Background: an optimization exercise with open tools, aiming at a short achievable clock period and few clock cycles. Do not read the settings as production practice. The RTL was checked by simulation tests, not by an equivalence proof against the original design. Power and IR drop assume default switching activity.

== rev 12 ==
==> flow/design.v (excerpt) <==
module cpu (
    input             clk,
    input             reset,
    output     [31:0] iaddr,
    input      [31:0] idata,
    output     [31:0] daddr,
    input      [31:0] drdata,
    output     [31:0] dwdata,
    output     [3:0]  dwe
);
Size in the first run: about 7100 cells after synthesis, ~2300 flip-flops, roughly 170 I/O pins, roughly 110000 um2 of cells after synthesis.
==> flow/config.mk <==
export PLATFORM = sky130hd
export DESIGN_NAME = cpu
export DESIGN_NICKNAME = cpu
export VERILOG_FILES = /design/flow/design.v
export SDC_FILE = /design/flow/constraint.sdc
export NUM_CORES = 4
export LEC_CHECK = 0
export CAP_MARGIN = 20
export CORE_MARGIN = 2
export CORE_UTILIZATION = 55
export SETUP_SLACK_MARGIN = 5
export SLEW_MARGIN = 20
==> flow/constraint.sdc <==
create_clock -name core_clock -period 12.0 [get_ports {clk}]
set_input_delay 2.4000 -clock core_clock [delete_from_list [all_inputs] [get_ports {clk}]]
set_output_delay 2.4000 -clock core_clock [all_outputs]
set_load 0.01 [all_outputs]
standard.sh (not shown) runs the stock make flow with config.mk's settings and CLKGATE_MAP_FILE= SYNTH_SCRIPT=/design/flow/synth_recipe.tcl, a recipe that flattens the netlist after the stock synthesis.
==> flow/flow/run.sh <==
#!/bin/bash
set -uo pipefail
cd "$(dirname "$0")/.."
EXTRA=$(cat flow/extra_vars.txt)
bash standard.sh $EXTRA finish > flow_make.log 2>&1
status=$?
echo "standard.sh exit $status" >> flow_make.log
exit $status
==> flow/flow/extra_vars.txt <==
SETUP_SLACK_MARGIN=9
Testbench counts of rev 12, summed over its fixed seeds: cycles 124,474.
diff inputs: rev 12 => rev 13
--- a/flow/config.mk
+++ b/flow/config.mk
@@ -8,5 +8,7 @@
 export CAP_MARGIN = 20
 export CORE_MARGIN = 2
-export CORE_UTILIZATION = 55
+export CORE_UTILIZATION = 60
+export CTS_CLUSTER_DIAMETER = 120
+export CTS_CLUSTER_SIZE = 24
 export SETUP_SLACK_MARGIN = 5
 export SLEW_MARGIN = 20
==> comparison <==
- From rev 12 to rev 13 the numbers moved as follows: multi-input gate share of total cell area picked up an extra 1.3 points; maximum frequency from static timing analysis higher; share of power burned in the clock network went down by 11 points; final critical-path share of the clock period went down; met1 wire length shrank by 12000 um.
- Comparing number of nets at the end of the flow for rev 13 and rev 12, the smaller number came from rev 13.
- Comparing rev 13 and rev 12, worst setup slack after placement is higher on rev 13.

Setup of v9:
Another version of the RTL of cpu (not shown whole).
Size: roughly 7,900 cells after synthesis, ~2,400 flip-flops, about 170 I/O pins.
==> flow/config.mk <==
export PLATFORM = sky130hd
export DESIGN_NAME = cpu
export DESIGN_NICKNAME = cpu
export VERILOG_FILES = /design/flow/design.v
export SDC_FILE = /design/flow/constraint.sdc
export NUM_CORES = 4
export LEC_CHECK = 0
export CAP_MARGIN = 20
export CORE_MARGIN = 2
export CORE_UTILIZATION = 58
export CTS_CLUSTER_DIAMETER = 120
export CTS_CLUSTER_SIZE = 24
export SETUP_SLACK_MARGIN = 5
export SLEW_MARGIN = 20
==> flow/constraint.sdc <==
create_clock -name core_clock -period 12.0 [get_ports {clk}]
set_input_delay 2.4000 -clock core_clock [delete_from_list [all_inputs] [get_ports {clk}]]
set_output_delay 2.4000 -clock core_clock [all_outputs]
set_load 0.01 [all_outputs]
Scripts as last shown in full above: flow/flow/run.sh, flow/flow/extra_vars.txt
Testbench counts of v9, summed over its fixed seeds: cycles 124,474.
### v9 -> v19
Settings: CORE_UTILIZATION now 60, was 58.
### Flow results
v19 vs v9: combinational power down. Comparing v19 and v9, the lower die boundary height is on v19. Delta (v19 minus v9): final cycle utilization of the critical path shrank by 0.34 points; leakage power grew by about 1.4%.

## the baseline
cpu, a different RTL version from the one above (not shown whole).
Size: ~170 I/O pins, ~110000 µm² of cells after synthesis.
Design cpu, start of the top module:
module cpu (
    input             clk,
    input             reset,
    output     [31:0] iaddr,
    input      [31:0] idata,
    output     [31:0] daddr,
    input      [31:0] drdata,
    output     [31:0] dwdata,
    output     [3:0]  dwe
);
    parameter LATE = 0;              
    parameter DRED = 1;              
    localparam BI = 5;               
    localparam BT = 7;               
    localparam BW = 12;              
    localparam BN = 1 << BI;
    reg         rst_q;               
    reg  [29:0] pc_f;                
    reg         d_v;
    reg  [31:0] d_ir;
    reg  [29:0] d_pc, d_pc4, d_pnpc;
    reg         d_pt, d_hit;
    reg  [1:0]  d_ctr;
    reg         e_v;
    reg  [31:0] e_a, e_b, e_g, e_aimm;    
    reg  [31:0] e_ca, e_cb;          
    reg  [9:0]  e_aluop;
    reg  [29:0] e_tgt, e_pc4, e_pc, e_pnpc;
    reg         e_pt, e_br, e_jal, e_jalr, e_load, e_store, e_rw;
    reg  [2:0]  e_f3;
  ...
==> flow/config.mk <==
export PLATFORM = sky130hd
export DESIGN_NAME = cpu
export DESIGN_NICKNAME = cpu
export VERILOG_FILES = /design/flow/design.v
export SDC_FILE = /design/flow/constraint.sdc
export NUM_CORES = 4
export LEC_CHECK = 0
export CAP_MARGIN = 20
export CORE_MARGIN = 2
export CORE_UTILIZATION = 60
export CTS_CLUSTER_DIAMETER = 120
export CTS_CLUSTER_SIZE = 24
export SETUP_SLACK_MARGIN = 5
export SLEW_MARGIN = 20
==> flow/constraint.sdc <==
create_clock -name core_clock -period 12.0 [get_ports {clk}]
set_input_delay 2.4000 -clock core_clock [delete_from_list [all_inputs] [get_ports {clk}]]
set_output_delay 2.4000 -clock core_clock [all_outputs]
set_load 0.01 [all_outputs]
Scripts as last shown in full above: flow/flow/run.sh, flow/flow/extra_vars.txt
The baseline completed every stage of the flow, and the final layout passed the timing, DRC and antenna checks.
Testbench counts of the baseline, summed over its fixed seeds: cycles 124,474.
Input-level comparison between the candidate and the baseline:
- changing CORE_UTILIZATION from 60 to 55
- removing CTS_CLUSTER_SIZE (formerly 24)
- removing CTS_CLUSTER_DIAMETER (formerly 120)
The candidate: PASS, flow complete, no timing, DRC or antenna violations
Delta (the candidate minus the baseline): headroom to the max-slew limit moved up; routed wire length moved up.
From the baseline to the candidate the numbers moved as follows: non-clock buffer count went up 36, count of clock-buffer cells in the layout went up about 65%.
Looking at total power, the candidate sits about 20% higher than the baseline does.
Summary of the candidate over the baseline: maximum frequency saw a decrease, synthesized area saw little to no change, first-iteration DRC count saw a decrease.
The setup slack of the candidate is smaller than that of the baseline.
Compared with the baseline, the candidate shows a higher number of tap cells added at floorplan.

[separate check: timing with driven ports]
The results above use ideal ports. As a check the final layouts listed here were re-extracted and re-timed, cells and wires unchanged.
Step 1, drivers: a clkbuf_16 drives clk and a buf_2 each remaining input, both assumed.
Step 2, shift: input delay + t, output delay - t, t = (earliest + latest rising clock arrival at the registers) / 2. This alone moves slack from input paths to output paths.
Three values: ideal ports, drivers, drivers and shift; two values: the first two.
| run | t, ns | slack for setup (ns) | worst setup path at the end | slew at the worst register clock pin (ns) | worst data-port slew with drivers (ns) |
|---|---|---|---|---|---|
| rev 12 | 0.952 | 8.059 / 8.059 / 7.552 | input to register | 0.07 / 0.07 | 0.08 |
| rev 13 | 0.895 | 8.141 / 8.141 / 7.625 | input to register | 0.11 / 0.11 | 0.07 |
| v9 | 0.915 | 8.180 / 8.095 / 7.593 | input to register | 0.12 / 0.12 | 0.07 |
| v19 | 0.896 | 8.221 / 8.135 / 7.586 | input to register | 0.12 / 0.12 | 0.07 |
| the baseline | 0.906 | 8.025 / 7.934 / 7.331 | input to register | 0.11 / 0.11 | 0.22 |
| the candidate | 0.980 | 7.987 / 7.895 / 7.381 | input to register | 0.07 / 0.07 | 0.18 |
After both steps setup and hold are still met in every run listed. For the baseline, which loses most, drivers alone change the setup slack by -0.091 ns; drivers and shift together by -0.694 ns.
